Source: an optimization exercise on an open RTL-to-GDS flow (aim: small area). Production flows keep margins and buffers that such runs may drop. Function was checked by simulation only, so behaviour that the tests miss may differ from the original. No activity file was given, so power comes from the tool's default toggle rates.

**design/flow/config.mk**
```make
export PLATFORM = sky130hd
export DESIGN_NAME = kcpsm6
export DESIGN_NICKNAME = kcpsm6
export VERILOG_FILES = /design/flow/design.v
export SDC_FILE = /design/flow/constraint.sdc
export NUM_CORES = 4
export LEC_CHECK = 0
export CAP_MARGIN = 20
export CORE_MARGIN = 2
export CORE_UTILIZATION = 45
export SLEW_MARGIN = 20
```
**design/flow/constraint.sdc**
```tcl
create_clock -name core_clock -period 10.0 [get_ports {clk}]
set_input_delay 2.0000 -clock core_clock [delete_from_list [all_inputs] [get_ports {clk}]]
set_output_delay 2.0000 -clock core_clock [all_outputs]
set_load 0.01 [all_outputs]
```
**design/flow/design.v**
```verilog
`timescale 1ps/1ps
module LUT6 #(parameter [63:0] INIT = 64'h0) (
  output O,
  input  I0, I1, I2, I3, I4, I5
);
  assign O = INIT[{I5, I4, I3, I2, I1, I0}];
endmodule
module LUT6_2 #(parameter [63:0] INIT = 64'h0) (
  output O6,
  output O5,
  input  I0, I1, I2, I3, I4, I5
);
  assign O6 = INIT[{I5, I4, I3, I2, I1, I0}];
  assign O5 = INIT[{1'b0, I4, I3, I2, I1, I0}];
endmodule
module FD #(parameter [0:0] INIT = 1'b0) (
  output reg Q,
  input  C, D
);
  always @(posedge C) Q <= D;
endmodule
module FDR #(parameter [0:0] INIT = 1'b0) (
  output reg Q,
  input  C, D, R
);
  always @(posedge C)
    if (R) Q <= 1'b0;
    else   Q <= D;
endmodule
module FDS #(parameter [0:0] INIT = 1'b1) (
  output reg Q,
  input  C, D, S
);
  always @(posedge C)
    if (S) Q <= 1'b1;
    else   Q <= D;
endmodule
module FDRE #(parameter [0:0] INIT = 1'b0) (
  output reg Q,
  input  C, CE, D, R
);
  always @(posedge C)
    if (R)       Q <= 1'b0;
    else if (CE) Q <= D;
endmodule
module MUXCY (
  output O,
  input  CI, DI, S
);
  assign O = S ? CI : DI;
endmodule
module XORCY (
  output O,
  input  CI, LI
);
  assign O = CI ^ LI;
endmodule
module RAM32M #(
  parameter [63:0] INIT_A = 64'h0,
  parameter [63:0] INIT_B = 64'h0,
  parameter [63:0] INIT_C = 64'h0,
  parameter [63:0] INIT_D = 64'h0
) (
  output [1:0] DOA, DOB, DOC, DOD,
  input  [4:0] ADDRA, ADDRB, ADDRC, ADDRD,
  input  [1:0] DIA, DIB, DIC, DID,
  input        WE, WCLK
);
  reg [1:0] mem_a [0:31];
  reg [1:0] mem_b [0:31];
  reg [1:0] mem_c [0:31];
  reg [1:0] mem_d [0:31];
  always @(posedge WCLK)
    if (WE) begin
      mem_a[ADDRD] <= DIA;
      mem_b[ADDRD] <= DIB;
      mem_c[ADDRD] <= DIC;
      mem_d[ADDRD] <= DID;
    end
  assign DOA = mem_a[ADDRA];
  assign DOB = mem_b[ADDRB];
  assign DOC = mem_c[ADDRC];
  assign DOD = mem_d[ADDRD];
endmodule
module RAM64M #(
  parameter [63:0] INIT_A = 64'h0,
  parameter [63:0] INIT_B = 64'h0,
  parameter [63:0] INIT_C = 64'h0,
  parameter [63:0] INIT_D = 64'h0
) (
  output       DOA, DOB, DOC, DOD,
  input  [5:0] ADDRA, ADDRB, ADDRC, ADDRD,
  input        DIA, DIB, DIC, DID,
  input        WE, WCLK
);
  reg mem_a [0:63];
  reg mem_b [0:63];
  reg mem_c [0:63];
  reg mem_d [0:63];
  always @(posedge WCLK)
    if (WE) begin
      mem_a[ADDRD] <= DIA;
      mem_b[ADDRD] <= DIB;
      mem_c[ADDRD] <= DIC;
      mem_d[ADDRD] <= DID;
    end
  assign DOA = mem_a[ADDRA];
  assign DOB = mem_b[ADDRB];
  assign DOC = mem_c[ADDRC];
  assign DOD = mem_d[ADDRD];
endmodule
module RAM128X1S #(parameter [127:0] INIT = 128'h0) (
  output O,
  input  A0, A1, A2, A3, A4, A5, A6,
  input  D, WE, WCLK
);
  reg mem [0:127];
  wire [6:0] a = {A6, A5, A4, A3, A2, A1, A0};
  always @(posedge WCLK)
    if (WE) mem[a] <= D;
  assign O = mem[a];
endmodule
module RAM256X1S #(parameter [255:0] INIT = 256'h0) (
  output       O,
  input  [7:0] A,
  input        D, WE, WCLK
);
  reg mem [0:255];
  always @(posedge WCLK)
    if (WE) mem[A] <= D;
  assign O = mem[A];
endmodule
`timescale 1ps/1ps
module kcpsm6 (address, instruction, bram_enable, in_port, out_port, port_id, write_strobe, k_write_strobe, read_strobe, interrupt, interrupt_ack, sleep, reset, clk) ;
parameter [7:0] 	hwbuild = 8'h00 ;
parameter [11:0] 	interrupt_vector = 12'h3FF ;
parameter integer scratch_pad_memory_size = 64 ;   
output [11:0]	address ;
input	 [17:0]    	instruction ;
output		bram_enable ;
input	 [7:0]	in_port ;
output [7:0]	out_port ;
output [7:0]	port_id ;
output		write_strobe ;
output		k_write_strobe ;
output		read_strobe ;
input			interrupt ;
output		interrupt_ack ;
input			sleep ;
input			reset ;
input			clk ;
wire	[2:1]		t_state_value ;
wire	[2:1]		t_state ;
wire 			run_value ;
wire              run ;
wire  		internal_reset_value ;
wire 			internal_reset ;
wire 			sync_sleep ;
wire 			int_enable_type ;
wire 			interrupt_enable_value ;
wire			interrupt_enable ;
wire			sync_interrupt ;
wire 			active_interrupt_value ;
wire 			active_interrupt ;
wire	[2:0]		arith_logical_sel ;
wire			arith_carry_in ;
wire			arith_carry_value ;
wire			arith_carry ;
wire 	[7:0]		half_arith_logical ;
wire 	[7:0]		logical_carry_mask ;
wire 	[7:0]		carry_arith_logical ;
wire 	[7:0]		arith_logical_value ;
wire 	[7:0]		arith_logical_result ;
wire 	[7:0]		shift_rotate_value ;
wire 	[7:0]		shift_rotate_result ;
wire			shift_in_bit ;
wire 	[7:0]		alu_result ;
wire 	[1:0]		alu_mux_sel_value ;
wire 	[1:0]		alu_mux_sel ;
wire			strobe_type ;
wire 			write_strobe_value ;
wire 			k_write_strobe_value ;
wire			read_strobe_value ;
wire			flag_enable_type ;
wire			flag_enable_value ;
wire			flag_enable ; 
wire			lower_parity ;
wire			lower_parity_sel ;
wire			carry_lower_parity ;
wire 			upper_parity ;
wire			parity ;
wire			shift_carry_value ;
wire			shift_carry ;
wire			carry_flag_value ;
wire			carry_flag ;
wire 			use_zero_flag_value ;
wire			use_zero_flag ;
wire 			drive_carry_in_zero ;
wire          	carry_in_zero ;
wire             	lower_zero ;
wire         	lower_zero_sel ;
wire       		carry_lower_zero ;
wire           	middle_zero ;
wire        	middle_zero_sel ;
wire      		carry_middle_zero ;
wire         	upper_zero_sel ;
wire        	zero_flag_value ;
wire              zero_flag ;
wire       		spm_enable_value ;
wire             	spm_enable ;
wire 	[7:0]		spm_ram_data ;
wire 	[7:0]		spm_data  ;
wire           	regbank_type ;
wire             	bank_value ;
wire              bank ;
wire          	loadstar_type ;
wire         	sx_addr4_value ;
wire   		register_enable_type ;
wire  		register_enable_value ;
wire        	register_enable ;
wire 	[4:0]		sx_addr ;
wire 	[4:0]		sy_addr ;
wire 	[7:0]		sx ;
wire 	[7:0]		sy ;
wire 	[7:0]		sy_or_kk ;
wire       		pc_move_is_valid ;
wire              move_type ;
wire           	returni_type ;
wire 	[2:0]		pc_mode ;
wire 	[11:0]	register_vector ;
wire 	[11:0]	half_pc ;
wire 	[10:0]	carry_pc ;
wire 	[11:0]	pc_value ;
wire 	[11:0]	pc ;
wire 	[11:0]	pc_vector ;
wire             	push_stack ;
wire              pop_stack ;
wire 	[11:0]	stack_memory ;
wire 	[11:0]	return_vector ;
wire       		stack_carry_flag ;
wire      		shadow_carry_flag ;
wire        	stack_zero_flag ;
wire      		shadow_zero_value ;
wire       		shadow_zero_flag ;
wire             	stack_bank ;
wire            	shadow_bank ;
wire              stack_bit ;
wire            	special_bit ;
wire 	[4:0]		half_pointer_value ;
wire 	[4:0]		feed_pointer_value ;
wire 	[4:0]		stack_pointer_carry ;
wire 	[4:0]		stack_pointer_value ;
wire 	[4:0]		stack_pointer ;
LUT6_2 #(
	.INIT	(64'hFFFFF55500000EEE))
reset_lut( 
	.I0 	(run),
	.I1 	(internal_reset),
	.I2 	(stack_pointer_carry[4]),
	.I3 	(t_state[2]),
	.I4 	(reset),
	.I5 	(1'b1),
	.O5 	(run_value),
	.O6 	(internal_reset_value));
FD run_flop (  
	.D 	(run_value),
	.Q 	(run),
	.C 	(clk));
FD internal_reset_flop(
	.D	(internal_reset_value),
	.Q	(internal_reset),
	.C	(clk));
FD sync_sleep_flop(
	.D 	(sleep),
	.Q 	(sync_sleep),
	.C 	(clk));
LUT6_2 #(
	.INIT    (64'h0083000B00C4004C))
t_state_lut( 
	.I0     (t_state[1]),
	.I1     (t_state[2]),
	.I2     (sync_sleep),
	.I3     (internal_reset),
	.I4     (special_bit),
	.I5     (1'b1),
	.O5     (t_state_value[1]),
	.O6     (t_state_value[2]));
FD t_state1_flop (  
	.D      (t_state_value[1]),
	.Q      (t_state[1]),
	.C      (clk));
FD t_state2_flop (  
	.D      (t_state_value[2]),
	.Q      (t_state[2]),
	.C      (clk));
LUT6_2 #(
	.INIT	(64'h0010000000000800))
int_enable_type_lut( 
	.I0     (instruction[13]),
	.I1     (instruction[14]),
	.I2     (instruction[15]),
	.I3     (instruction[16]),
	.I4     (instruction[17]),
	.I5     (1'b1),
	.O5     (loadstar_type),
	.O6     (int_enable_type)) ;
LUT6 #(
	.INIT    (64'h000000000000CAAA))
interrupt_enable_lut( 
	.I0     (interrupt_enable),
	.I1     (instruction[0]),
	.I2     (int_enable_type),
	.I3     (t_state[1]),
	.I4     (active_interrupt),
	.I5     (internal_reset),
	.O      (interrupt_enable_value));                     
FD interrupt_enable_flop (  
	.D      (interrupt_enable_value),
	.Q      (interrupt_enable),
	.C      (clk));
FD sync_interrupt_flop (  
	.D      (interrupt),
	.Q      (sync_interrupt),
	.C      (clk));
LUT6_2 # (
	.INIT    (64'hCC33FF0080808080))
active_interrupt_lut( 
	.I0     (interrupt_enable),
	.I1     (t_state[2]),
	.I2     (sync_interrupt),
	.I3     (bank),
	.I4     (loadstar_type),
	.I5     (1'b1),
	.O5     (active_interrupt_value), 
	.O6     (sx_addr4_value));
FD active_interrupt_flop (  
	.D      (active_interrupt_value),
	.Q      (active_interrupt),
	.C      (clk));
FD interrupt_ack_flop (  
	.D      (active_interrupt),
	.Q      (interrupt_ack),
	.C      (clk));
LUT6 #(
	.INIT    (64'h5A3CFFFF00000000))
pc_move_is_valid_lut( 
	.I0     (carry_flag),
	.I1     (zero_flag),
	.I2     (instruction[14]),
	.I3     (instruction[15]),
	.I4     (instruction[16]),
	.I5     (instruction[17]),
	.O      (pc_move_is_valid)) ;
LUT6_2 # (
	.INIT    (64'h7777027700000200))
move_type_lut( 
	.I0     (instruction[12]),
	.I1     (instruction[13]),
	.I2     (instruction[14]),
	.I3     (instruction[15]),
	.I4     (instruction[16]),
	.I5     (1'b1),
	.O5     (returni_type),
	.O6     (move_type)) ;
LUT6_2 # (
	.INIT    (64'h0000F000000023FF))
pc_mode1_lut( 
	.I0     (instruction[12]),
	.I1     (returni_type),
	.I2     (move_type),
	.I3     (pc_move_is_valid),
	.I4     (active_interrupt),
	.I5     (1'b1),
	.O5     (pc_mode[0]),
	.O6     (pc_mode[1])) ;
LUT6 # (
	.INIT    (64'hFFFFFFFF00040000))
pc_mode2_lut( 
	.I0     (instruction[12]),
	.I1     (instruction[14]),
	.I2     (instruction[15]),
	.I3     (instruction[16]),
	.I4     (instruction[17]),
	.I5     (active_interrupt),
	.O      (pc_mode[2])) ;
LUT6_2 # (
	.INIT    (64'hFFFF100000002000))
push_pop_lut( 
	.I0     (instruction[12]),
	.I1     (instruction[13]),
	.I2     (move_type),
	.I3     (pc_move_is_valid),
	.I4     (active_interrupt),
	.I5     (1'b1),
	.O5     (pop_stack),
	.O6     (push_stack)) ;
LUT6_2 #(
	.INIT    (64'h03CA000004200000))
alu_decode0_lut( 
	.I0     (instruction[13]),
	.I1     (instruction[14]),
	.I2     (instruction[15]),
	.I3     (instruction[16]),
	.I4     (1'b1),
	.I5     (1'b1),
	.O5     (alu_mux_sel_value[0]),
	.O6     (arith_logical_sel[0])) ;
FD alu_mux_sel0_flop(  
	.D      (alu_mux_sel_value[0]),
	.Q      (alu_mux_sel[0]),
	.C      (clk)) ;
LUT6_2 #(
	.INIT    (64'h7708000000000F00))
alu_decode1_lut( 
	.I0     (carry_flag),
	.I1     (instruction[13]),
	.I2     (instruction[14]),
	.I3     (instruction[15]),
	.I4     (instruction[16]),
	.I5     (1'b1),
	.O5     (alu_mux_sel_value[1]),
	.O6     (arith_carry_in)) ;                     
FD alu_mux_sel1_flop (  
	.D      (alu_mux_sel_value[1]),
	.Q      (alu_mux_sel[1]),
	.C      (clk)) ;
LUT6_2 # (
	.INIT    (64'hD000000002000000))
alu_decode2_lut( 
	.I0     (instruction[14]),
	.I1     (instruction[15]),
	.I2     (instruction[16]),
	.I3     (1'b1),
	.I4     (1'b1),
	.I5     (1'b1),
	.O5     (arith_logical_sel[1]),
	.O6     (arith_logical_sel[2])) ;
LUT6_2 # (
	.INIT    (64'h00013F3F0010F7CE))
register_enable_type_lut( 
	.I0     (instruction[13]),
	.I1     (instruction[14]),
	.I2     (instruction[15]),
	.I3     (instruction[16]),
	.I4     (instruction[17]),
	.I5     (1'b1),
	.O5     (flag_enable_type),
	.O6     (register_enable_type)) ;
LUT6_2 # (
	.INIT    (64'hC0CC0000A0AA0000))
register_enable_lut( 
	.I0     (flag_enable_type),
	.I1     (register_enable_type),
	.I2     (instruction[12]),
	.I3     (instruction[17]),
	.I4     (t_state[1]),
	.I5     (1'b1),
	.O5     (flag_enable_value),
	.O6     (register_enable_value)) ;
FDR flag_enable_flop (  
	.D      (flag_enable_value),
	.Q      (flag_enable),
	.R      (active_interrupt),
	.C      (clk)) ;
FDR register_enable_flop (  
	.D      (register_enable_value),
	.Q      (register_enable),
	.R      (active_interrupt),
	.C      (clk)) ;
LUT6_2 # (
	.INIT    (64'h8000000020000000))
spm_enable_lut( 
	.I0     (instruction[13]),
	.I1     (instruction[14]),
	.I2     (instruction[17]),
	.I3     (strobe_type),
	.I4     (t_state[1]),
	.I5     (1'b1),
	.O5     (k_write_strobe_value),
	.O6     (spm_enable_value)) ;
FDR k_write_strobe_flop (  
	.D      (k_write_strobe_value),
	.Q      (k_write_strobe),
	.R      (active_interrupt),
	.C      (clk)) ;
FDR spm_enable_flop (  
	.D      (spm_enable_value),
	.Q      (spm_enable),
	.R      (active_interrupt),
	.C      (clk)) ;
LUT6_2 # (
	.INIT    (64'h4000000001000000))
read_strobe_lut( 
	.I0     (instruction[13]),
	.I1     (instruction[14]),
	.I2     (instruction[17]),
	.I3     (strobe_type),
	.I4     (t_state[1]),
	.I5     (1'b1),
	.O5     (read_strobe_value),
	.O6     (write_strobe_value)) ;
FDR write_strobe_flop (  
	.D      (write_strobe_value),
	.Q      (write_strobe),
	.R      (active_interrupt),
	.C      (clk)) ;
FDR read_strobe_flop (  
	.D      (read_strobe_value),
	.Q      (read_strobe),
	.R      (active_interrupt),
	.C      (clk)) ;
LUT6 # (
	.INIT    (64'h0080020000000000))
regbank_type_lut( 
	.I0     (instruction[12]),
	.I1     (instruction[13]),
	.I2     (instruction[14]),
	.I3     (instruction[15]),
	.I4     (instruction[16]),
	.I5     (instruction[17]),
	.O      (regbank_type)) ;
LUT6 # (
	.INIT    (64'hACACFF00FF00FF00))
bank_lut( 
	.I0     (instruction[0]),
	.I1     (shadow_bank),
	.I2     (instruction[16]),
	.I3     (bank),
	.I4     (regbank_type),
	.I5     (t_state[1]),
	.O      (bank_value)) ;                     
FDR bank_flop (  
	.D      (bank_value),
	.Q      (bank),
	.R      (internal_reset),
	.C      (clk)) ;
FD sx_addr4_flop (  
	.D      (sx_addr4_value),
	.Q      (sx_addr[4]),
	.C      (clk)) ;
assign sx_addr[3:0] = instruction[11:8] ;
assign sy_addr = {bank, instruction[7:4]} ;
XORCY arith_carry_xorcy ( 
	.LI 	(1'b0),
	.CI 	(carry_arith_logical[7]),
	.O      (arith_carry_value)) ;
FD arith_carry_flop (  
	.D      (arith_carry_value),
	.Q      (arith_carry),
	.C      (clk)) ;
LUT6_2 # (
	.INIT    (64'h0000000087780000))
lower_parity_lut( 
	.I0     (instruction[13]),
	.I1     (carry_flag),
	.I2     (arith_logical_result[0]),
	.I3     (arith_logical_result[1]),
	.I4     (1'b1),
	.I5     (1'b1),
	.O5     (lower_parity),
	.O6     (lower_parity_sel)) ;  
MUXCY parity_muxcy ( 
	.DI	(lower_parity),
	.CI	(1'b0),                     
	.S	(lower_parity_sel),
	.O      (carry_lower_parity)) ;
LUT6 #(
	.INIT    (64'h6996966996696996))
upper_parity_lut( 
	.I0     (arith_logical_result[2]),
	.I1     (arith_logical_result[3]),
	.I2     (arith_logical_result[4]),
	.I3     (arith_logical_result[5]),
	.I4     (arith_logical_result[6]),
	.I5     (arith_logical_result[7]),
	.O      (upper_parity)) ;                     
XORCY parity_xorcy( 
	.LI	(upper_parity),
        .CI	(carry_lower_parity),
	.O      (parity)) ;
LUT6 #(
	.INIT    (64'hFFFFAACCF0F0F0F0))
shift_carry_lut( 
	.I0     (sx[0]),
	.I1     (sx[7]),
	.I2     (shadow_carry_flag),
	.I3     (instruction[3]),
	.I4     (instruction[7]),
	.I5     (instruction[16]),
	.O      (shift_carry_value)) ;                     
FD shift_carry_flop(  
	.D      (shift_carry_value),
	.Q      (shift_carry),
	.C      (clk)) ;
LUT6_2 #(
	.INIT    (64'h3333AACCF0AA0000))
carry_flag_lut( 
	.I0     (shift_carry),
	.I1     (arith_carry),
	.I2     (parity),
	.I3     (instruction[14]),
	.I4     (instruction[15]),
	.I5     (instruction[16]),
	.O5     (drive_carry_in_zero),
	.O6     (carry_flag_value)) ;  
FDRE carry_flag_flop(  
	.D      (carry_flag_value),
	.Q      (carry_flag),
       	.CE     (flag_enable),
	.R      (internal_reset),
	.C      (clk)) ;
MUXCY init_zero_muxcy( 
	.DI	(drive_carry_in_zero),
	.CI	(1'b0),
	.S	(carry_flag_value),
	.O      (carry_in_zero)) ;
LUT6_2 # (
	.INIT    (64'hA280000000F000F0))
use_zero_flag_lut( 
	.I0     (instruction[13]),
	.I1     (instruction[14]),
	.I2     (instruction[15]),
	.I3     (instruction[16]),
	.I4     (1'b1),
	.I5     (1'b1),
	.O5     (strobe_type),
	.O6     (use_zero_flag_value)) ;                     
FD use_zero_flag_flop(  
	.D      (use_zero_flag_value),
	.Q      (use_zero_flag),
	.C      (clk)) ;
LUT6_2 #(
	.INIT    (64'h0000000000000001))
lower_zero_lut( 
	.I0     (alu_result[0]),
	.I1     (alu_result[1]),
	.I2     (alu_result[2]),
	.I3     (alu_result[3]),
	.I4     (alu_result[4]),
	.I5     (1'b1),
	.O5     (lower_zero),
	.O6     (lower_zero_sel)) ;                     
MUXCY lower_zero_muxcy( 
	.DI	(lower_zero),
	.CI	(carry_in_zero),
	.S	(lower_zero_sel),
	.O      (carry_lower_zero)) ;
LUT6_2 # (
	.INIT    (64'h0000000D00000000))
middle_zero_lut( 
	.I0     (use_zero_flag),
	.I1     (zero_flag),
	.I2     (alu_result[5]),
	.I3     (alu_result[6]),
	.I4     (alu_result[7]),
	.I5     (1'b1),
	.O5     (middle_zero),
	.O6     (middle_zero_sel)) ;                     
MUXCY middle_zero_muxcy( 
	.DI	(middle_zero),
	.CI	(carry_lower_zero),                     
	.S 	(middle_zero_sel),
  	.O      (carry_middle_zero)) ;
LUT6 #(
	.INIT    (64'hFBFF000000000000))
upper_zero_lut( 
	.I0     (instruction[14]),
	.I1     (instruction[15]),
	.I2     (instruction[16]),
	.I3     (1'b1),
	.I4     (1'b1),
	.I5     (1'b1),
	.O      (upper_zero_sel)) ;                     
MUXCY upper_zero_muxcy( 
	.DI	(shadow_zero_flag),
	.CI	(carry_middle_zero),                    
	.S	(upper_zero_sel),
	.O      (zero_flag_value)) ;
FDRE zero_flag_flop(  
	.D      (zero_flag_value),
	.Q      (zero_flag),
	.CE     (flag_enable),
	.R      (internal_reset),
	.C      (clk)) ;
assign register_vector = {sx[3:0], sy} ;
genvar i ;
generate
for (i = 0 ; i <= 11 ; i = i+1)
begin : address_loop
FD return_vector_flop(  
	.D      (stack_memory[i]),
	.Q      (return_vector[i]),
	.C      (clk));
if (i % 2 == 0) begin: output_data
LUT6_2 #(
	.INIT   (64'hFF00F0F0CCCCAAAA))
pc_vector_mux_lut( 
	.I0     (instruction[i]),
	.I1     (return_vector[i]),
	.I2     (instruction[i+1]),
	.I3     (return_vector[i+1]),
	.I4     (instruction[12]),
	.I5     (1'b1),
	.O5     (pc_vector[i]),
	.O6     (pc_vector[i+1]));
end  
FDRE pc_flop(  
	.D      (pc_value[i]),
	.Q      (pc[i]),
	.R      (internal_reset),
	.CE     (t_state[1]),
	.C      (clk));
if (i == 0) begin: lsb_pc
if (interrupt_vector[i] == 1'b0) begin: low_int_vector
LUT6 #(
	.INIT    (64'h00AA000033CC0F00))
pc_lut( 
	.I0     (register_vector[i]),
	.I1     (pc_vector[i]),
	.I2     (pc[i]),
	.I3     (pc_mode[0]),
	.I4     (pc_mode[1]),
	.I5     (pc_mode[2]), 
	.O      (half_pc[i]));
end  
if (interrupt_vector[i] == 1'b1) begin: high_int_vector
LUT6 #(
	.INIT    (64'h00AA00FF33CC0F00))
pc_lut( 
	.I0     (register_vector[i]),
	.I1     (pc_vector[i]),
	.I2     (pc[i]),
	.I3     (pc_mode[0]),
	.I4     (pc_mode[1]),
	.I5     (pc_mode[2]), 
	.O      (half_pc[i]));
end  
XORCY pc_xorcy( 
	.LI	(half_pc[i]),
	.CI	(1'b0),
	.O      (pc_value[i]));
MUXCY pc_muxcy( 
	.DI 	(pc_mode[0]),
	.CI 	(1'b0),
	.S	(half_pc[i]),
        .O      (carry_pc[i]));
end  
if (i > 0) begin : upper_pc
if (interrupt_vector[i] == 1'b0) begin: low_int_vector
LUT6 #(
	.INIT    (64'h00AA0000CCCCF000))
pc_lut( 
	.I0     (register_vector[i]),
	.I1     (pc_vector[i]),
	.I2     (pc[i]),
	.I3     (pc_mode[0]),
	.I4     (pc_mode[1]),
	.I5     (pc_mode[2]), 
	.O      (half_pc[i]));
end  
if (interrupt_vector[i] == 1'b1) begin: high_int_vector
LUT6 #(
	.INIT    (64'h00AA00FFCCCCF000))
pc_lut( 
	.I0     (register_vector[i]),
	.I1     (pc_vector[i]),
	.I2     (pc[i]),
	.I3     (pc_mode[0]),
	.I4     (pc_mode[1]),
	.I5     (pc_mode[2]), 
	.O      (half_pc[i]));
end  
XORCY pc_xorcy( 
	.LI	(half_pc[i]),
	.CI	(carry_pc[i-1]),
	.O      (pc_value[i]));
if (i < 11) begin: mid_pc
MUXCY pc_muxcy( 
	.DI 	(1'b0),
	.CI 	(carry_pc[i-1]),
	.S 	(half_pc[i]),
	.O     	(carry_pc[i]));
end  
end  
end  
endgenerate
FD shadow_carry_flag_flop(  
	.D      (stack_carry_flag),
	.Q      (shadow_carry_flag),
	.C      (clk)) ;
FD stack_zero_flop(  
	.D      (stack_zero_flag),
	.Q      (shadow_zero_value),
	.C      (clk)) ;
FD shadow_zero_flag_flop(  
	.D      (shadow_zero_value),
	.Q      (shadow_zero_flag),
	.C      (clk)) ;
FD shadow_bank_flop(  
	.D      (stack_bank),
	.Q      (shadow_bank),
	.C      (clk)) ;
FD stack_bit_flop(  
	.D      (stack_bit),
	.Q      (special_bit),
	.C      (clk)) ;
RAM32M #(
	.INIT_A	(64'h0000000000000000), 
	.INIT_B	(64'h0000000000000000), 
	.INIT_C (64'h0000000000000000), 
	.INIT_D (64'h0000000000000000)) 
stack_ram_low ( 
	.DOA	({stack_zero_flag, stack_carry_flag}), 
	.DOB	({stack_bit, stack_bank}),
	.DOC    (stack_memory[1:0]), 
	.DOD    (stack_memory[3:2]),
	.ADDRA	(stack_pointer[4:0]), 
	.ADDRB	(stack_pointer[4:0]), 
	.ADDRC  (stack_pointer[4:0]), 
	.ADDRD  (stack_pointer[4:0]),
	.DIA	({zero_flag, carry_flag}), 
	.DIB	({run, bank}),
	.DIC    (pc[1:0]),
	.DID    (pc[3:2]),
	.WE 	(t_state[1]), 
	.WCLK	(clk));
RAM32M #(
	.INIT_A	(64'h0000000000000000), 
	.INIT_B	(64'h0000000000000000), 
	.INIT_C	(64'h0000000000000000), 
	.INIT_D	(64'h0000000000000000)) 
stack_ram_high(    
	.DOA	(stack_memory[5:4]), 
	.DOB	(stack_memory[7:6]),
	.DOC   	(stack_memory[9:8]),
	.DOD   	(stack_memory[11:10]),
	.ADDRA 	(stack_pointer[4:0]), 
	.ADDRB 	(stack_pointer[4:0]), 
	.ADDRC  (stack_pointer[4:0]), 
	.ADDRD  (stack_pointer[4:0]),
	.DIA    (pc[5:4]),
	.DIB    (pc[7:6]),
	.DIC    (pc[9:8]),
	.DID    (pc[11:10]),
	.WE 	(t_state[1]),  
	.WCLK 	(clk));
generate
for (i = 0 ; i <= 4 ; i = i+1)
begin : stack_loop
if (i == 0) begin: lsb_stack
FDR pointer_flop(  
	.D      (stack_pointer_value[i]),
	.Q      (stack_pointer[i]),
	.R      (internal_reset),
	.C      (clk)) ;
LUT6_2 #(
	.INIT    (64'h001529AAAAAAAAAA))
stack_pointer_lut( 
	.I0     (stack_pointer[i]),
	.I1     (pop_stack),
	.I2     (push_stack),
	.I3     (t_state[1]),
	.I4     (t_state[2]),
	.I5     (1'b1), 
	.O5     (feed_pointer_value[i]),
	.O6     (half_pointer_value[i]));
XORCY stack_xorcy( 
	.LI 	(half_pointer_value[i]),
	.CI 	(1'b0),
	.O      (stack_pointer_value[i]));
MUXCY stack_muxcy( 
	.DI	(feed_pointer_value[i]),
	.CI	(1'b0),
	.S 	(half_pointer_value[i]),
	.O      (stack_pointer_carry[i]));
end  
if (i > 0) begin: upper_stack
FDR pointer_flop(  
	.D      (stack_pointer_value[i]),
	.Q      (stack_pointer[i]),
	.R      (internal_reset),
	.C      (clk)) ;
LUT6_2 #(
	.INIT    (64'h002A252AAAAAAAAA))
stack_pointer_lut( 
	.I0     (stack_pointer[i]),
	.I1     (pop_stack),
	.I2     (push_stack),
	.I3     (t_state[1]),
	.I4     (t_state[2]),
	.I5     (1'b1), 
	.O5     (feed_pointer_value[i]),
	.O6     (half_pointer_value[i]));
XORCY stack_xorcy( 
	.LI 	(half_pointer_value[i]),
	.CI 	(stack_pointer_carry[i-1]),
	.O      (stack_pointer_value[i]));
MUXCY stack_muxcy( 
	.DI 	(feed_pointer_value[i]),
	.CI 	(stack_pointer_carry[i-1]),
	.S 	(half_pointer_value[i]),
	.O      (stack_pointer_carry[i]));
end  
end  
endgenerate
generate
for (i = 0 ; i <= 7 ; i = i+1)
begin : data_path_loop
if (i % 2 == 0) begin: output_data
LUT6_2 #(
	.INIT    (64'hFF00F0F0CCCCAAAA))
sy_kk_mux_lut( 
	.I0     (sy[i]),
	.I1     (instruction[i]),
	.I2     (sy[i+1]),
	.I3     (instruction[i+1]),
	.I4     (instruction[12]),
	.I5     (1'b1),
	.O5     (sy_or_kk[i]),
	.O6     (sy_or_kk[i+1]));
end  
if (i % 2 == 0) begin: second_operand
LUT6_2 #(
	.INIT    (64'hFF00F0F0CCCCAAAA))
out_port_lut( 
	.I0     (sx[i]),
	.I1     (instruction[i+4]),
	.I2     (sx[i+1]),
	.I3     (instruction[i+5]),
	.I4     (instruction[13]),
	.I5     (1'b1),
	.O5     (out_port[i]),
	.O6     (out_port[i+1]));
end  
LUT6_2 #(
	.INIT    (64'h69696E8ACCCC0000))
arith_logical_lut( 
	.I0     (sy_or_kk[i]),
	.I1     (sx[i]),
	.I2     (arith_logical_sel[0]),
	.I3     (arith_logical_sel[1]),
	.I4     (arith_logical_sel[2]),
	.I5     (1'b1),
	.O5     (logical_carry_mask[i]),
	.O6     (half_arith_logical[i]));
FD arith_logical_flop( 
	.D      (arith_logical_value[i]),
	.Q      (arith_logical_result[i]),
	.C      (clk)) ;
if (i == 0) begin: lsb_arith_logical
MUXCY arith_logical_muxcy( 
	.DI 	(logical_carry_mask[i]),
	.CI 	(arith_carry_in),
	.S 	(half_arith_logical[i]),
	.O      (carry_arith_logical[i]));
XORCY arith_logical_xorcy( 
	.LI 	(half_arith_logical[i]),
	.CI 	(arith_carry_in),
	.O      (arith_logical_value[i]));
end  
if (i > 0) begin: upper_arith_logical
MUXCY arith_logical_muxcy( 
	.DI 	(logical_carry_mask[i]),
	.CI 	(carry_arith_logical[i-1]),
	.S 	(half_arith_logical[i]),
	.O      (carry_arith_logical[i]));
XORCY arith_logical_xorcy( 
	.LI 	(half_arith_logical[i]),
	.CI 	(carry_arith_logical[i-1]),
	.O      (arith_logical_value[i]));
end  
if (hwbuild[i] == 1'b0) begin: low_hwbuild 
FDR shift_rotate_flop( 
	.D      (shift_rotate_value[i]),
	.Q      (shift_rotate_result[i]),
	.R      (instruction[7]),
	.C      (clk)) ;
end  
if (hwbuild[i] == 1'b1) begin: high_hwbuild 
FDS shift_rotate_flop( 
	.D      (shift_rotate_value[i]),
	.Q      (shift_rotate_result[i]),
	.S 	(instruction[7]),
	.C      (clk)) ;
end  
if (i == 0) begin: lsb_shift_rotate
LUT6 #(
	.INIT    (64'hBFBC8F8CB3B08380))
shift_bit_lut( 
	.I0     (instruction[0]),
	.I1     (instruction[1]),
	.I2     (instruction[2]),
	.I3     (carry_flag),
	.I4     (sx[0]),
	.I5     (sx[7]),
	.O      (shift_in_bit));
LUT6_2 #(
	.INIT    (64'hFF00F0F0CCCCAAAA))
shift_rotate_lut( 
	.I0     (shift_in_bit),
	.I1     (sx[i+1]),
	.I2     (sx[i]),
	.I3     (sx[i+2]),
	.I4     (instruction[3]),
	.I5     (1'b1),
	.O5     (shift_rotate_value[i]),
	.O6     (shift_rotate_value[i+1]));
end  
if (i == 2 || i == 4) begin: mid_shift_rotate
LUT6_2 #(
	.INIT    (64'hFF00F0F0CCCCAAAA))
shift_rotate_lut( 
	.I0     (sx[i-1]),
	.I1     (sx[i+1]),
	.I2     (sx[i]),
	.I3     (sx[i+2]),
	.I4     (instruction[3]),
	.I5     (1'b1),
	.O5     (shift_rotate_value[i]),
	.O6     (shift_rotate_value[i+1]));
end  
if (i == 6) begin: msb_shift_rotate
LUT6_2 #(
	.INIT    (64'hFF00F0F0CCCCAAAA))
shift_rotate_lut( 
	.I0     (sx[i-1]),
	.I1     (sx[i+1]),
	.I2     (sx[i]),
	.I3     (shift_in_bit),
	.I4     (instruction[3]),
	.I5     (1'b1),
	.O5     (shift_rotate_value[i]),
	.O6     (shift_rotate_value[i+1]));
end  
LUT6 #(
	.INIT    (64'hFF00F0F0CCCCAAAA))
alu_mux_lut( 
	.I0     (arith_logical_result[i]),
	.I1     (shift_rotate_result[i]),
	.I2     (in_port[i]),
	.I3     (spm_data[i]),
	.I4     (alu_mux_sel[0]),
	.I5     (alu_mux_sel[1]),
	.O      (alu_result[i]));
if (scratch_pad_memory_size == 64) begin : small_spm
FD spm_flop( 
	.D      (spm_ram_data[i]),
	.Q      (spm_data[i]),
	.C      (clk)) ;
if (i == 0 || i == 4) begin: small_spm_ram
RAM64M #( 
	.INIT_A	(64'h0000000000000000),
	.INIT_B	(64'h0000000000000000),
	.INIT_C	(64'h0000000000000000),
	.INIT_D	(64'h0000000000000000)) 
spm_ram(   
	.DOA 	(spm_ram_data[i]),
	.DOB 	(spm_ram_data[i+1]),
	.DOC    (spm_ram_data[i+2]),
	.DOD    (spm_ram_data[i+3]),
	.ADDRA 	(sy_or_kk[5:0]),
	.ADDRB 	(sy_or_kk[5:0]),
	.ADDRC  (sy_or_kk[5:0]),
	.ADDRD  (sy_or_kk[5:0]),
	.DIA 	(sx[i]),
	.DIB 	(sx[i+1]),
	.DIC    (sx[i+2]),
	.DID    (sx[i+3]),
	.WE 	(spm_enable),
	.WCLK 	(clk));
end  
end  
if (scratch_pad_memory_size == 128) begin : medium_spm
RAM128X1S  #(
	.INIT	(128'h00000000000000000000000000000000))
spm_ram(       
	.D      (sx[i]),
	.WE 	(spm_enable),
	.WCLK 	(clk),
	.A0 	(sy_or_kk[0]),
	.A1 	(sy_or_kk[1]),
	.A2 	(sy_or_kk[2]),
	.A3 	(sy_or_kk[3]),
	.A4 	(sy_or_kk[4]),
	.A5 	(sy_or_kk[5]),
	.A6 	(sy_or_kk[6]),
	.O      (spm_ram_data[i]));
FD spm_flop( 
	.D      (spm_ram_data[i]),
	.Q      (spm_data[i]),
	.C      (clk)) ;
end  
if (scratch_pad_memory_size == 256) begin : large_spm
RAM256X1S #(
	.INIT	(256'h0000000000000000000000000000000000000000000000000000000000000000))
spm_ram (       
	.D      (sx[i]),
	.WE 	(spm_enable),
	.WCLK 	(clk),
	.A 	(sy_or_kk),
	.O      (spm_ram_data[i]));
FD spm_flop( 
	.D      (spm_ram_data[i]),
	.Q      (spm_data[i]),
	.C      (clk)) ;
end  
end  
endgenerate
RAM32M #(
	.INIT_A	(64'h0000000000000000), 
	.INIT_B	(64'h0000000000000000), 
	.INIT_C (64'h0000000000000000), 
	.INIT_D (64'h0000000000000000)) 
lower_reg_banks(    
	.DOA 	(sy[1:0]), 
	.DOB 	(sx[1:0]),
	.DOC    (sy[3:2]),
	.DOD    (sx[3:2]),
	.ADDRA 	(sy_addr), 
	.ADDRB 	(sx_addr), 
	.ADDRC  (sy_addr), 
	.ADDRD  (sx_addr), 
	.DIA 	(alu_result[1:0]),
	.DIB 	(alu_result[1:0]),
	.DIC    (alu_result[3:2]),
	.DID    (alu_result[3:2]),
	.WE 	(register_enable), 
	.WCLK	(clk));
RAM32M #(
	.INIT_A	(64'h0000000000000000), 
	.INIT_B	(64'h0000000000000000), 
	.INIT_C (64'h0000000000000000),  
	.INIT_D (64'h0000000000000000)) 
upper_reg_banks(    
	.DOA 	(sy[5:4]), 
	.DOB 	(sx[5:4]),
	.DOC    (sy[7:6]),
	.DOD    (sx[7:6]),
	.ADDRA 	(sy_addr),
	.ADDRB 	(sx_addr),
	.ADDRC  (sy_addr), 
	.ADDRD  (sx_addr), 
	.DIA 	(alu_result[5:4]),
	.DIB 	(alu_result[5:4]),
	.DIC    (alu_result[7:6]),
	.DID    (alu_result[7:6]),
	.WE 	(register_enable), 
	.WCLK	(clk));
assign address = pc;
assign bram_enable = t_state[2];
assign port_id = sy_or_kk;
endmodule
```
**design/flow/run.sh**
```bash
#!/bin/bash
# synth_recipe.tcl (not shown) runs the flow's synth.tcl, then flattens the netlist and writes it again
# the make line also repeats each setting of config.mk as NAME=value (left out here)
make -C /OpenROAD-flow-scripts/flow DESIGN_CONFIG=/design/flow/config.mk WORK_HOME=/design/flow/orfs CLKGATE_MAP_FILE= SYNTH_SCRIPT=/design/flow/synth_recipe.tcl finish
```
==> metrics.csv <==
stage;metric;value;unit
routing;drc violations;0;
timing;Final setup violation count;0;
synth;synth unique cells;79;
cts;Clock Sinks;1362;
die;Die Width;357;µm
critical_path;crit end category;output pin;
power;Pleak;20.6;nW
timing;Max Clock Skew;0.0267;ns
cts;CTS buffer count;143;
critical_path;Worst Path Buf+Inv;3;
routing;Vias;31709;
synth;Seq/Total Area, Yosys;71.6;%
critical_path;Worst setup startpoint;instruction[4];
global_route;met1 Use GR;35.6;%
routing;post-route ant nets;0;
critical_path;max incr delay on CP;0.86;ns
cts;clk slew on worst S/H paths;0.06;ns
finish;Final Core Density;50.9;%
die;Core Rows;129;
placed_design;HPWL Detailed;98500;µm
finish;layout cells sized above 1;18.8;%
global_route;met3 usage in global routing;6.08;%
synth;synthesized flop and latch total;1362;
cts;worst skew pair latency;0.77;ns
global_route;gr busiest metal;met2;
placed_design;# port buffers;62;
synth;yosys warns;5;
power;VDD IR max;0.182;mV
flow_run;Max Cap Viol;0;
synth;largest cells by area after synthesis;edfxtp_1, mux4_2, a22oi_1;
synth;Post-Syn Instances;3206;
routing;final WL;158000;µm
critical_path;worst r2r src;bank_flop.Q;
outcome;status;finished clean;
cts;clk root buf;clkbuf_16;
critical_path;CP arrival;5.96;ns
critical_path;CP cell instances;buf_6, buf_4, mux2i_1, a22oi_1, a21oi_1, nor4_1, mux2_2, clkdlybuf4s50_1;
timing;final hold vios;0;
placed_design;GPL Wtd Cong;0.913;
timing;ratio of final minimum period to clock period;79.6;%
cts;maximum clock path buffer count;3;
timing;worst-margin pin slew;1.11;ns
critical_path;CP max stage cell;mux2_2;
cts;postcts setup bufs;0;
cts;CTS tree;done;
synth;syn_area_per_cell;17.4;µm²
timing;Final min period;7.96;ns
routing;Via-to-Cell Ratio;6.32;
synth;Synth top area share;68.7;%
critical_path;CP max FO;66;
die;CORE AREA;123000;µm²
timing;Setup TNS;0;ns
critical_path;crit path to;port_id[1];
routing;Initial DRT Pass Iterations;8;
routing;Iter 0 DRT Violations;4255;
timing;RSZ-0062 raised after global routing;no;
timing;Max Clock Freq;126;MHz
global_route;GRT met2 Usage;38.2;%
routing;wire per inst;31.5;µm
global_route;first-pass GRT wire length;228000;µm
power;P per Cell Area;201;nW/µm²
finish;Final #Nets;3320;
die;Die ar.;127000;µm²
critical_path;critical path class;in2out;
min_path;worst min-delay path class;reg2reg;
critical_path;Stages on worst setup path;8;
synth;asr flop ratio synth;0;%
synth;Synth area leader;edfxtp_1;
global_route;largest net degree at the start of global routing;72;
critical_path;delay-heaviest family, CP;buffers and inverters;
synth;Mapped Nets;3266;
synth;synthesized area;55900;µm²
global_route;antenna violations before repair;5;
critical_path;R2R Setup Slk;4.22;ns
global_route;grt ovf;0;
timing;Final Max Tran Viols;0;
critical_path;FF-to-FF path depth;10;
global_route;gr usage total;25.0;%
synth;main flop type after synthesis;edfxtp_1;
synth;EDFF count, synth;1280;
die;I/O pin cnt;63;
cts;Post-CTS Hold Fix Bufs;0;
critical_path;Crit path required time;8.00;ns
die;Die Ht;357;µm
finish;area growth from synthesis to layout;12.4;%
global_route;vias in the first global route;31454;
critical_path;startpoint types;primary input;
timing;slew margin rel.;25.8;%
die;initial core utilization;45.3;%
cts;post_cts resized;0;
cts;H-tree levels;4;
finish;# fillers;9889;
[cell usage after synthesis, types with 39 or more instances]
master and number:
edfxtp_1 1280, clkbuf_1 106, mux2i_1 153, buf_2 47, dfxtp_1 82, o21ai_0 42, nor2_1 233, nand4_1 56
buf_4 39, a21oi_1 70, nand2_1 123, a22oi_1 228, mux4_2 249
[state kept, by name (all words and copies together) (netlist names), 128 cells and up]
signal and count:
data_path_loop.small_spm.small_spm_ram.spm_ram.mem_a 128, data_path_loop.small_spm.small_spm_ram.spm_ram.mem_b 128, data_path_loop.small_spm.small_spm_ram.spm_ram.mem_c 128, data_path_loop.small_spm.small_spm_ram.spm_ram.mem_d 128
[how the worst min path moves through the flow]
stage | cells past startpoint | from | to
after global routing | 0 | stack_zero_flop.Q | shadow_zero_flag_flop.Q
after floorplan | 0 | stack_zero_flop.Q | shadow_zero_flag_flop.Q
after detailed placement | 0 | stack_zero_flop.Q | shadow_zero_flag_flop.Q
after CTS | 0 | stack_zero_flop.Q | shadow_zero_flag_flop.Q
after global placement | 0 | stack_zero_flop.Q | shadow_zero_flag_flop.Q
final | 0 | stack_zero_flop.Q | shadow_zero_flag_flop.Q
[cell families (layout without fill, tap and decap cells)]
kind of cell	after synthesis	count (layout)	share of synthesized area, %
xor+xnor	25	25	0.391
compound gates	533	533	6.89
simple gates	569	569	4.80
buf+inv	262	434	2.38
other cells	0	1	0
fa+ha+maj	30	30	0.671
flops	1362	1362	71.6
mux	425	425	13.2
[cell usage in the layout, fill, tap and decap left out, types with 34 or more instances in the layout]
| master | netlist | routed |
|---|---|---|
| edfxtp_1 | 1280 | 1280 |
| mux4_2 | 249 | 249 |
| a22oi_1 | 228 | 228 |
| nor2_1 | 233 | 210 |
| mux2i_1 | 153 | 153 |
| clkbuf_16 | 0 | 148 |
| nand2_1 | 123 | 123 |
| buf_4 | 39 | 80 |
| dfxtp_1 | 82 | 79 |
| a21oi_1 | 70 | 69 |
| clkdlybuf4s50_1 | 0 | 57 |
| nand4_1 | 56 | 56 |
| o21ai_0 | 42 | 42 |
| nand3_1 | 38 | 38 |
| clkbuf_1 | 106 | 34 |
[power breakdown]
| group | leakage [nW] | internal (mW) | switching, mW |
|---|---|---|---|
| registers | 13.0 | 6.37 | 0.0365 |
| logic | 5.33 | 0.293 | 0.706 |
| clock network | 2.25 | 3.02 | 2.20 |
[final cells by class]
type                    count  area [µm²]  area share, %
multi-input cells        1582       14800           23.5
clock buffers             190        3940           6.27
well taps                1637        2050           3.26
inverters                  24         100          0.159
repair buffers            147        1290           2.05
diodes                      1        2.50        0.00398
flip-flops and latches   1362       40100           63.7
clock inverters            73         679           1.08
[through the flow]
| stage | area, µm² | hold WS [ns] | power [mW] | setup WS [ns] | instances |
|---|---|---|---|---|---|
| floorplan | 55900 | 0.310 | 7.11 | 0.443 | 3206 |
| global placement | 58100 | 0.319 | 7.51 | 1.87 | 4745 |
| detailed placement | 58200 | 0.315 | 7.52 | 1.83 | 4751 |
| CTS | 62800 | 0.326 | 12.7 | 2.06 | 5014 |
| global route | 62900 | 0.343 | 13.0 | 1.81 | 5015 |
| finish | 62900 | 0.319 | 12.6 | 2.04 | 5016 |
[per-layer routing]
layer | part of all wire, % | vias up
met4 | 2.8 | 6
li1 | - | 13183
met5 | 0.067 | -
met3 | 9.9 | 252
met2 | 46 | 1783
met1 | 41 | 16485

[static timing again, ports no longer ideal]
The results above use ideal ports. As a check the final layout listed here was re-extracted and re-timed, cells and wires unchanged.
Step 1, drivers: a clkbuf_16 drives clk and a buf_2 each remaining input, both assumed.
Step 2, shift: input delay + t, output delay - t, t = (earliest + latest rising clock arrival at the registers) / 2. This alone moves slack from input paths to output paths.
a / b / c = ideal / step 1 / step 2; a / b = the first two.
shift t [ns]: 0.828
setup WS [ns]: 2.043 / 2.004 / 1.658
worst register clock-pin slew, ns: 0.07 / 0.07
worst slew at a driven data input, ns: 0.12
pins driven straight from the clock port: 1
After both steps setup and hold are still met in this run. For this run, drivers alone change the setup slack by -0.039 ns; drivers and shift together by -0.385 ns.
